This design comes from an exercise in tuning for small area and a short achievable clock period on the open sky130 flow, not from production work.
RTL that was checked went through simulation tests only; none was proved equivalent to the original.

==> inputs of v32 <==
==> flow/design.v (excerpt) <==
module argus_exec(clk, a, b, alu_op, shamt, mult, div,
                  flip_adder16, flip_adder4, flip_shift, flip_mult, flip_div,
                  alu_result, alu_ne, alu_lt, adder_err, sra_err, sll_err,
                  md_result, md_remainder, md_exception, md_err, md_chk_en);
==> module residue_pre, before the edit <==
module residue_pre(rA, rB, rP, monly, donly, div, neg, c, m);
	input [4:0] rA, rB, rP;
	input monly, donly, div, neg;
	output [4:0] c, m;
	wire [4:0] pb;
	mul31 u_pb(donly ? rP : rA, rB, pb);
	wire [4:0] t1 = donly ? (neg ? ~pb : pb) : (div ? 5'd0 : pb);
	wire [4:0] t2 = monly ? ~rP : (div ? ~rA : 5'd0);
	wire [4:0] t3 = div ? 5'd27 : 5'd0;
	wire [4:0] u1, u2;
	csa31 a1(t1, t2, t3, u1, u2);
	wire [5:0] t = {1'b0, u1} + {1'b0, u2};
	assign c = t[4:0] + {4'd0, t[5]};
	assign m = monly ? 5'd30 : donly ? (neg ? ~rB : rB) : 5'd0;
endmodule
clock: 250.0 ns
lec_check: 0
abc_area: 1
cap_margin: 50
core_margin: 2
core_utilization: 50
cts_buf_list: sky130_fd_sc_hd__clkbuf_8
cts_cluster_diameter: 60
cts_cluster_size: 12
place_density: 0.72
slew_margin: 76
standard.sh (not shown) runs the stock make flow with config.mk's settings and CLKGATE_MAP_FILE= SYNTH_SCRIPT=/design/flow/synth_recipe.tcl, a recipe that flattens the netlist after the stock synthesis.
==> flow/flow/run.sh <==
#!/bin/bash
set -euo pipefail
export BUFFER_PORTS_ARGS="-buffer_cell sky130_fd_sc_hd__buf_2"
bash standard.sh finish > standard_flow.log 2>&1
==> inputs of v24, as changes to v32 <==
--- a/flow/design.v
+++ b/flow/design.v
@@ -184,19 +184,20 @@
 	csa31 a3(s2, c2, p4, s3, c3);
 	wire [5:0] t = {1'b0, s3} + {1'b0, c3};
 	assign p = t[4:0] + {4'd0, t[5]};
 endmodule
 module residue_pre(rA, rB, rP, monly, donly, div, neg, c, m);
 	input [4:0] rA, rB, rP;
 	input monly, donly, div, neg;
 	output [4:0] c, m;
-	wire [4:0] pb;
-	mul31 u_pb(donly ? rP : rA, rB, pb);
-	wire [4:0] t1 = donly ? (neg ? ~pb : pb) : (div ? 5'd0 : pb);
+	wire [4:0] ab, pb;
+	mul31 u_ab(rA, rB, ab);
+	mul31 u_pb(rP, rB, pb);
+	wire [4:0] t1 = donly ? (neg ? ~pb : pb) : (div ? 5'd0 : ab);
 	wire [4:0] t2 = monly ? ~rP : (div ? ~rA : 5'd0);
 	wire [4:0] t3 = div ? 5'd27 : 5'd0;
 	wire [4:0] u1, u2;
 	csa31 a1(t1, t2, t3, u1, u2);
 	wire [5:0] t = {1'b0, u1} + {1'b0, u2};
 	assign c = t[4:0] + {4'd0, t[5]};
 	assign m = monly ? 5'd30 : donly ? (neg ? ~rB : rB) : 5'd0;
 endmodule
==> flow/config.mk (replaced) <==
export PLATFORM = sky130hd
export DESIGN_NAME = argus_exec
export DESIGN_NICKNAME = argus_exec
export VERILOG_FILES = /design/flow/design.v
export SDC_FILE = /design/flow/constraint.sdc
export NUM_CORES = 4
export LEC_CHECK = 0
export ABC_AREA = 1
export CAP_MARGIN = 50
export CORE_MARGIN = 2
export CORE_UTILIZATION = 40
export CTS_BUF_LIST = sky130_fd_sc_hd__clkbuf_4 sky130_fd_sc_hd__clkbuf_8 sky130_fd_sc_hd__clkbuf_16
export CTS_CLUSTER_DIAMETER = 60
export CTS_CLUSTER_SIZE = 12
export SLEW_MARGIN = 70
==> inputs of v33, as changes to v32 <==
--- a/flow/design.v
+++ b/flow/design.v
@@ -27,33 +27,26 @@
 	wire [4:0] sh = {shamt[4:1], shamt[0] ^ fsh};
 	wire [31:0] Ar;
 	genvar i;
 	generate for (i = 0; i < 32; i = i + 1) begin : rv
 		assign Ar[i] = A[31 - i];
 	end endgenerate
 	wire [31:0] X = op[0] ? A : Ar;
 	wire fill = op[0] & A[31];
-	wire [31:0] Y0 = sh[0] ? {fill, X[31:1]} : X;
-	wire [31:0] Y1 = sh[1] ? {{2{fill}}, Y0[31:2]} : Y0;
-	wire [31:0] Y2 = sh[2] ? {{4{fill}}, Y1[31:4]} : Y1;
-	wire [31:0] Y3 = sh[3] ? {{8{fill}}, Y2[31:8]} : Y2;
-	wire [31:0] Y = sh[4] ? {{16{fill}}, Y3[31:16]} : Y3;
+	wire [31:0] Y = $signed({fill, X}) >>> sh;
 	wire [31:0] Yr;
 	generate for (i = 0; i < 32; i = i + 1) begin : rv2
 		assign Yr[i] = Y[31 - i];
 	end endgenerate
-	wire hi0 = (op[4:3] == 2'b00);
-	wire s_add = hi0 & (op[2:1] == 2'b00);
-	wire s_and = hi0 & (op[2:0] == 3'd2);
-	wire s_or = hi0 & (op[2:0] == 3'd3);
-	wire s_sll = hi0 & (op[2:0] == 3'd4);
-	wire s_sra = hi0 & (op[2:0] == 3'd5);
-	assign result = ({32{s_add}} & S) | ({32{s_and}} & (A & B)) | ({32{s_or}} & (A | B)) |
-	                ({32{s_sll}} & Yr) | ({32{s_sra}} & Y);
+	assign result = (op == 5'd0 || op == 5'd1) ? S :
+	                (op == 5'd2) ? (A & B) :
+	                (op == 5'd3) ? (A | B) :
+	                (op == 5'd4) ? Yr :
+	                (op == 5'd5) ? Y : 32'd0;
 	wire [30:0] E = A[30:0] ^ A[31:1];
 	wire [31:0] PZ, PE;      
 	wire [30:0] SE;          
 	assign PZ[0] = A[0];
 	assign PE[0] = E[0];
 	assign SE[30] = E[30];
 	generate for (i = 1; i < 32; i = i + 1) begin : pz
 		assign PZ[i] = PZ[i-1] | A[i];
@@ -184,65 +177,60 @@
 	csa31 a3(s2, c2, p4, s3, c3);
 	wire [5:0] t = {1'b0, s3} + {1'b0, c3};
 	assign p = t[4:0] + {4'd0, t[5]};
 endmodule
 module residue_pre(rA, rB, rP, monly, donly, div, neg, c, m);
 	input [4:0] rA, rB, rP;
 	input monly, donly, div, neg;
 	output [4:0] c, m;
-	wire [4:0] pb;
-	mul31 u_pb(donly ? rP : rA, rB, pb);
-	wire [4:0] t1 = donly ? (neg ? ~pb : pb) : (div ? 5'd0 : pb);
+	wire [4:0] ab, pb;
+	mul31 u_ab(rA, rB, ab);
+	mul31 u_pb(rP, rB, pb);
+	wire [4:0] t1 = donly ? (neg ? ~pb : pb) : (div ? 5'd0 : ab);
 	wire [4:0] t2 = monly ? ~rP : (div ? ~rA : 5'd0);
 	wire [4:0] t3 = div ? 5'd27 : 5'd0;
 	wire [4:0] u1, u2;
 	csa31 a1(t1, t2, t3, u1, u2);
 	wire [5:0] t = {1'b0, u1} + {1'b0, u2};
 	assign c = t[4:0] + {4'd0, t[5]};
 	assign m = monly ? 5'd30 : donly ? (neg ? ~rB : rB) : 5'd0;
 endmodule
-module residue_mid(c, m, pl, r, rn, dz, div, cs, cc, ms, mc);
-	input [4:0] c, m, rn;
-	input [4:1] pl;
-	input [14:0] r;
-	input dz, div;
-	output [4:0] cs, cc, ms, mc;
+module residue_post(c, m, pl, rB, k4, kf, kneg, rem, rn, dz, div, err);
+	input [4:0] c, m, pl, rB, rn;
+	input k4, kf, kneg, dz, div;
+	input [31:0] rem;
+	output err;
+	wire [4:0] q0 = pl[0] ? m : 5'd0;
 	wire [4:0] q1 = pl[1] ? {m[3:0], m[4]} : 5'd0;
 	wire [4:0] q2 = pl[2] ? {m[2:0], m[4:3]} : 5'd0;
 	wire [4:0] q3 = pl[3] ? {m[1:0], m[4:2]} : 5'd0;
 	wire [4:0] q4 = pl[4] ? {m[0], m[4:1]} : 5'd0;
-	wire [4:0] s1, c1, s2, c2;
-	csa31 a1(q1, q2, q3, s1, c1);
-	csa31 a2(q4, c, s1, s2, c2);
-	csa31 a3(s2, c2, c1, cs, cc);
-	wire [4:0] t1, t2;
-	csa31 a4(r[4:0], r[9:5], r[14:10], t1, t2);
-	assign ms = ~div ? 5'd0 : dz ? rn : t1;
-	assign mc = (~div | dz) ? 5'd0 : t2;
-endmodule
-module residue_post(cs, cc, ms, mc, m, p0, rB, k4, kf, kneg, remz, err);
-	input [4:0] cs, cc, ms, mc, m, rB;
-	input p0, k4, kf, kneg, remz;
-	output err;
-	wire [4:0] q0 = p0 ? m : 5'd0;
 	wire [4:0] b4 = {rB[2:0], rB[4:3]};
 	wire [4:0] b8 = {rB[1:0], rB[4:2]};
-	wire [4:0] e0 = kf ? (k4 ? b8 : b4) : (k4 ? b4 : 5'd0);    
-	wire [4:0] e1 = kf ? (k4 ? 5'd0 : ~b4) : (k4 ? b4 : 5'd0);  
-	wire [4:0] e = kneg ? e1 : e0;
-	wire [4:0] s1, c1, s2, c2, s3, c3, s4, c4, s5, c5;
-	csa31 a1(cs, cc, ms, s1, c1);
-	csa31 a2(mc, q0, s1, s2, c2);
-	csa31 a3(c1, s2, c2, s3, c3);
-	csa31 a4(s3, c3, e, s4, c4);
-	csa31 a5(s4, c4, 5'd4, s5, c5);
-	wire z0 = ((s4 ^ c4) == 5'd31) | ((s4 | c4) == 5'd0) | ((s4 & c4) == 5'd31);
-	wire z4 = ((s5 ^ c5) == 5'd31) | ((s5 | c5) == 5'd0) | ((s5 & c5) == 5'd31);
-	assign err = ~(remz ? z4 : z0);
+	wire two = k4 & kf & ~kneg;
+	wire one = (k4 & ~kf) | (~k4 & kf & ~kneg);
+	wire mone = ~k4 & kf & kneg;
+	wire [4:0] e = two ? b8 : one ? b4 : mone ? ~b4 : 5'd0;
+	wire [4:0] m0 = ~div ? 5'd0 : dz ? rn : rem[4:0];
+	wire [4:0] m1 = (~div | dz) ? 5'd0 : rem[9:5];
+	wire [4:0] m2 = (~div | dz) ? 5'd0 : rem[14:10];
+	wire [4:0] s1, c1, s2, c2, s3, c3, s4, c4, s5, c5, s6, c6, s7, c7, s8, c8, s9, c9;
+	csa31 a1(q0, q1, q2, s1, c1);
+	csa31 a2(q3, q4, c, s2, c2);
+	csa31 a3(m0, m1, m2, s3, c3);
+	csa31 a4(s1, c1, s2, s4, c4);
+	csa31 a5(c2, s3, c3, s5, c5);
+	csa31 a6(s4, c4, s5, s6, c6);
+	csa31 a7(c5, e, s6, s7, c7);
+	csa31 a8(s7, c7, c6, s8, c8);
+	csa31 a9(s8, c8, 5'd4, s9, c9);
+	wire z0 = ((s8 ^ c8) == 5'd31) | ((s8 | c8) == 5'd0) | ((s8 & c8) == 5'd31);
+	wire z4 = ((s9 ^ c9) == 5'd31) | ((s9 | c9) == 5'd0) | ((s9 & c9) == 5'd31);
+	assign err = ~((div & ~(|rem)) ? z4 : z0);
 endmodule
 module res31(x, r);
 	input [31:0] x;
 	output [4:0] r;
 	function [9:0] csa;
 		input [4:0] a, b, c;
 		reg [4:0] m;
 		begin
@@ -340,53 +328,50 @@
 	wire [4:0] ra_x, rb_x, rp_x;
 	wire [31:0] pre_x = monly ? prod : qq;
 	res31 u_ra(.x(a_q), .r(ra_x));
 	res31 u_rb(.x({16'd0, b_q[15:0]}), .r(rb_x));
 	res31 u_rp(.x({pre_x[31:5], 5'd0}), .r(rp_x));
 	wire [5:0] rna = {1'b0, ~ra_x} + 6'd4;
 	wire [4:0] rn_x = a_q[31] ? (rna[4:0] + {4'd0, rna[5]}) : ra_x;
 	wire neg_x = donly & dsg_q;
-	wire [4:0] c_x, m_x, cs_x, cc_x, ms_x, mc_x;
+	wire [4:0] c_x, m_x;
 	residue_pre u_rpre(.rA(ra_x), .rB(rb_x), .rP(rp_x), .monly(monly), .donly(donly),
 	                   .div(div_q), .neg(neg_x), .c(c_x), .m(m_x));
-	residue_mid u_rmid(.c(c_x), .m(m_x), .pl(pre_x[4:1]), .r(r1[0]), .rn(rn_x),
-	                   .dz(dz_q), .div(div_q), .cs(cs_x), .cc(cc_x), .ms(ms_x), .mc(mc_x));
 	reg [31:0] pre_q;         
-	reg zero_q, neg_q, fdb_q, div2_q, pz_q;
-	reg [4:0] rb_q, m_q, cs_q, cc_q, ms_q, mc_q;
+	reg zero_q, neg_q, fdb_q, div2_q, pz_q, dz2_q;
+	reg [4:0] rb_q, rn_q, c_q, m_q;
 	always @(posedge clk) begin
 		alu_result <= alu_res_x;
 		alu_ne <= alu_ne_x;
 		alu_lt <= alu_lt_x;
 		adder_err <= adder_err_x;
 		sra_err <= sra_err_x;
 		sll_err <= sll_err_x;
 		pre_q <= pre_x;
 		zero_q <= ~(monly | donly);
 		neg_q <= neg_x;
 		fdb_q <= donly & f_div_q;
 		div2_q <= div_q;
 		md_remainder <= rem_x;
 		md_exception <= (div_q & dz_q) | (mult_q & ovf);
 		md_chk_en <= mult_q | div_q;
 		rb_q <= rb_x;
+		rn_q <= rn_x;
+		c_q <= c_x;
 		m_q <= m_x;
-		cs_q <= cs_x;
-		cc_q <= cc_x;
-		ms_q <= ms_x;
-		mc_q <= mc_x;
 		pz_q <= ~dz_q & ~(|{dq_q, q1});
+		dz2_q <= dz_q;
 	end
 	wire [31:0] negpre = -pre_q;
 	assign md_result = zero_q ? 32'd0 : ((neg_q ? negpre : pre_q) ^ {29'd0, fdb_q, 2'd0});
 	wire b2 = neg_q ? (pre_q[2] ^ (pre_q[1] | pre_q[0])) : pre_q[2];
-	residue_post u_rpost(.cs(cs_q), .cc(cc_q), .ms(ms_q), .mc(mc_q), .m(m_q), .p0(pre_q[0]),
-	                     .rB(rb_q), .k4(neg_q & ~pz_q), .kf(fdb_q), .kneg(b2),
-	                     .remz(div2_q & ~(|md_remainder)), .err(md_err));
+	residue_post u_rpost(.c(c_q), .m(m_q), .pl(pre_q[4:0]), .rB(rb_q),
+	                     .k4(neg_q & ~pz_q), .kf(fdb_q), .kneg(b2),
+	                     .rem(md_remainder), .rn(rn_q), .dz(dz2_q), .div(div2_q), .err(md_err));
 endmodule
 module abs_val(x, y);
 	parameter W = 32;
 	localparam L = (W > 16) ? 5 : (W > 8) ? 4 : (W > 4) ? 3 : 2;
 	input [W-1:0] x;
 	output [W-1:0] y;
 	wire [W-1:0] o [0:L];
 	assign o[0] = x;
==> flow/config.mk (replaced) <==
export PLATFORM = sky130hd
export DESIGN_NAME = argus_exec
export DESIGN_NICKNAME = argus_exec
export VERILOG_FILES = /design/flow/design.v
export SDC_FILE = /design/flow/constraint.sdc
export NUM_CORES = 4
export LEC_CHECK = 0
export ABC_AREA = 1
export CAP_MARGIN = 50
export CORE_MARGIN = 2
export CORE_UTILIZATION = 40
export CTS_BUF_LIST = sky130_fd_sc_hd__clkbuf_4 sky130_fd_sc_hd__clkbuf_8 sky130_fd_sc_hd__clkbuf_16
export CTS_CLUSTER_DIAMETER = 60
export CTS_CLUSTER_SIZE = 12
export SLEW_MARGIN = 70
==> comparison <==
v33 finished with timing, DRC and antenna clean. v32 completed without violations. v24 ran to the end with no violations. In sequential cell count, v32 and v24 do not differ. Between v24 and v32, the lower die area is in v32 (gap about 26%, measured against v32). Worst hold slack: v24 < v32 < v33. The highest register-to-register slack belongs to v33, the lowest to v24. Of v24 and v33, v33 has the higher core utilization (gap 0.11 points).
==> figures <==
metric	v33	v24	v32
Result of the run	timing/DRC/antenna clean	timing/DRC/antenna clean	timing/DRC/antenna clean
Share of final-layout standard cells stronger than drive strength 1	10.4%	10.5%	12.6%
Met3 WL	13700 µm	14500 µm	14900 µm
Initial antenna violation count	6	10	6
Nature of the critical path endpoint	output pin	flop	output pin
Top fanout value on the critical path	10	24	23
Floorplan die width	349 µm	349 µm	310 µm
Combined area of the multi-input logic cells	0.0393 mm²	0.0391 mm²	0.0393 mm²
Count of placed standard cells including taps	8079	8087	7681
Worst EP arrival	5.55 ns	55.24 ns	4.73 ns
Clock H-tree levels	2	2	1
Vias in the first global route	44.0k	43.4k	44.2k
No functional check of the RTL was part of v32 and v33.

## separate check: timing with driven ports
The flow's constraints put no driver on any port. The routed layouts listed below were extracted and timed again, unchanged, in two steps.
Step 1 assumes that a clkbuf_16 drives the clock port and a buf_2 every other input.
Step 2, shift: input delay + t, output delay - t, t = (earliest + latest rising clock arrival at the registers) / 2. This alone moves slack from input paths to output paths.
Three values: ideal ports, drivers, drivers and shift; two values: the first two.
run | shift t [ns] | slack for setup (ns) | slew at the worst register clock pin (ns)
v32 | 0.709 | 195.268 / 195.207 / 195.671 | 0.09 / 0.09
v24 | 0.653 | 195.212 / 195.212 / 195.212 | 0.06 / 0.06
v33 | 0.629 | 194.452 / 194.388 / 195.017 | 0.06 / 0.06
After both steps setup and hold are still met in every run listed.
